What follows belongs to an exercise in optimizing a design on an open flow for small area; a production flow would make more cautious choices. Function was checked by simulation only, so behaviour that the tests miss may differ from the original.

// waveform_generator_v5
module waveform_generator_v5 #(
    parameter integer DATA_WIDTH    = 16,
    parameter integer IDX_W         = 5,
    parameter integer GAIN_W        = 8,
    parameter integer LUT_ADDR_W    = 6,
    parameter integer PHASE_W       = 16,
    parameter integer STARTUP_DELAY = 0
)(
    input  wire                   clk,
    input  wire                   rst_n,
    input  wire [31:0]            s_axis_tdata,
    input  wire                   s_axis_tvalid,
    output wire                   s_axis_tready,
    output wire                   active_bank_o,
    output wire [31:0]            m_axis_tdata,
    output wire                   m_axis_tvalid,
    input  wire                   m_axis_tready
);
    assign s_axis_tready = 1'b1;
    wire [3:0] cmd = s_axis_tdata[31:28];
    reg we_idx, we_gain, cpend, safe;
    reg        wch;
    reg [2:0]  wtone;
    reg [7:0]  wdata;
    always @(posedge clk or negedge rst_n) begin
        if (!rst_n) begin
            we_idx <= 1'b0; we_gain <= 1'b0; cpend <= 1'b0; safe <= 1'b1;
        end else begin
            we_idx  <= s_axis_tvalid && (cmd == 4'h1);
            we_gain <= s_axis_tvalid && (cmd == 4'h2);
            cpend   <= s_axis_tvalid && (cmd == 4'hF) && safe;
            if (s_axis_tvalid && (cmd == 4'hC)) safe <= s_axis_tdata[0];
        end
    end
    always @(posedge clk) begin
        wch   <= s_axis_tdata[27];
        wtone <= s_axis_tdata[26:24];
        wdata <= s_axis_tdata[7:0];
    end
    reg act, pa;
    always @(posedge clk or negedge rst_n) begin
        if (!rst_n) begin act <= 1'b0; pa <= 1'b0; end
        else begin act <= act ^ cpend; pa <= act; end
    end
    assign active_bank_o = act;
    wire swap = act ^ pa;
    reg  [2:0] wcnt;
    wire ov = (wcnt == 3'd5);
    reg  vld0, vld1;
    wire cl = ~ov | ~vld1;
    always @(posedge clk or negedge rst_n) begin
        if (!rst_n) wcnt <= 3'd0;
        else if (!ov) wcnt <= wcnt + 3'd1;
  ...
Settings: LEC_CHECK=0, ABC_AREA=1, ABC_CLOCK_PERIOD_IN_PS=11000, CAP_MARGIN=20, CORE_MARGIN=2, CORE_UTILIZATION=50, CTS_BUF_LIST=sky130_fd_sc_hd__clkbuf_8, SLEW_MARGIN=20; clock period 11.0 ns.
run.sh (not shown) runs the stock make flow with config.mk's settings and CLKGATE_MAP_FILE= SYNTH_SCRIPT=/design/flow/synth_recipe.tcl, a recipe that flattens the netlist after the stock synthesis.
Then changed:
--- a/flow/config.mk
+++ b/flow/config.mk
@@ -13 +13 @@
-export CTS_BUF_LIST = sky130_fd_sc_hd__clkbuf_8
+export CTS_BUF_LIST = sky130_fd_sc_hd__clkbuf_4
- design area hardly moves
- area after synthesis stays the same
- die area stays the same
- clock skew goes up by 0.089 ns
- worst hold slack degrades by 0.010 ns
- critical path depth does not change
- setup slack degrades by 0.085 ns
- non-clock buffer count is unchanged
- via count goes up by 0.93%

---

run a:
Another version of the RTL of waveform_generator_v5 (not shown whole).
Size in the first run: ~71 I/O pins, roughly 89000 um^2 of cells after synthesis.
clock: 11.0 ns
lec_check: 0
abc_area: 1
abc_clock_period_in_ps: 11000
cap_margin: 20
core_margin: 2
core_utilization: 62
cts_buf_list: sky130_fd_sc_hd__clkbuf_16
cts_cluster_diameter: 120
cts_cluster_size: 24
slew_margin: 20
standard.sh (not shown) runs the stock make flow with config.mk's settings and CLKGATE_MAP_FILE= SYNTH_SCRIPT=/design/flow/synth_recipe.tcl, a recipe that flattens the netlist after the stock synthesis.
==> flow/flow/run.sh <==
#!/bin/bash
# Own flow: the standard synthesis, then netlist clean-up, then the standard flow's
# standard layout from the cleaned netlist to finish.
# Clean-up (flow/fainv.py, flow/reabc.sh), repeated three times:
#  * fainv.py removes redundant inverters around full-adder cells (sky130 fa
#    is self-dual, so an adder may take complemented inputs and give
#    complemented outputs; xor2/xnor2 absorb inverted inputs);
#  * reabc.sh re-maps the remaining combinational cells with ABC for area,
#    keeping flip-flops, full-adder cells and tie cells as they are.
# Registers (names, count, cell types) are those of the standard synthesis.
set -euo pipefail
R=orfs/results/${FLOW_PLATFORM}/waveform_generator_v5/base
bash standard.sh synth > flow_synth.log 2>&1
cp "$R/1_2_yosys.v" net_0.v
python3 flow/fainv.py net_0.v net_1.v > fainv_1.log 2>&1
bash flow/reabc.sh net_1.v net_2.v reabc_2.log > /dev/null
python3 flow/fainv.py net_2.v net_3.v > fainv_3.log 2>&1
bash flow/reabc.sh net_3.v net_4.v reabc_4.log > /dev/null
python3 flow/fainv.py net_4.v net_5.v > fainv_5.log 2>&1
cp net_5.v "$R/1_2_yosys.v"
rm -f "$R/1_synth.odb" "$R/1_synth.sdc"
bash standard.sh > flow_finish.log 2>&1
Other scripts of this flow, unchanged in this note and not shown: flow/flow/fainv.py, flow/flow/reabc.sh
Setup changes, run a to run b
# run a
export LEC_CHECK = 0
export ABC_AREA = 1
export ABC_CLOCK_PERIOD_IN_PS = 11000
export CAP_MARGIN = 20
export CORE_MARGIN = 2
export CORE_UTILIZATION = 62
export CTS_BUF_LIST = sky130_fd_sc_hd__clkbuf_16
export CTS_CLUSTER_DIAMETER = 120
export CTS_CLUSTER_SIZE = 24
export SLEW_MARGIN = 20
create_clock -name core_clock -period 11.0 [get_ports {clk}]
# run b
export LEC_CHECK = 0
export ABC_AREA = 1
export ABC_CLOCK_PERIOD_IN_PS = 11000
export CAP_MARGIN = 20
export CORE_MARGIN = 2
export CORE_UTILIZATION = 50
export CTS_BUF_LIST = sky130_fd_sc_hd__clkbuf_16
export CTS_CLUSTER_DIAMETER = 100
export CTS_CLUSTER_SIZE = 20
export SLEW_MARGIN = 20
create_clock -name core_clock -period 11.0 [get_ports {clk}]
Notes after the runs:
Across run b and run a, none had a timing, DRC or antenna violation.
Per the comparison of run b with run a, buffering stage count on the worst path with inverters included saw a decrease, met3 demand-to-capacity share in global routing saw a decrease, growth of design area from synthesis to finish saw an increase, first-pass iteration count of the detailed router saw little to no change.
Run a has a lower fraction of final layout cells sized beyond drive strength 1 than run b.
Compared with run a, run b has extra setup slack.

afterwards: timing with drivers on the ports:
In the flow no input, the clock included, has a driving cell. The finished layouts below were timed again as built, in two steps. Step 1 assumes that a clkbuf_16 drives the clock port and a buf_2 every other input. Step 2 times the ports against the registers' clock, not the clock port: input delays grow and output delays shrink by t, the midpoint of the rising clock arrivals with the driver on. Three values: ideal ports, drivers, drivers and shift; two values: the first two.
run	shift t [ns]	slack for setup (ns)	worst register clock-pin slew, ns
the first run of note 1	1.020	1.180 / 1.180 / 1.180	0.08 / 0.08
the second run of note 1	1.347	1.095 / 1.095 / 1.095	0.08 / 0.08
run a	0.792	0.394 / 0.394 / 0.394	0.11 / 0.11
run b	0.810	0.628 / 0.628 / 0.628	0.10 / 0.10
After both steps setup and hold are still met in every run listed.
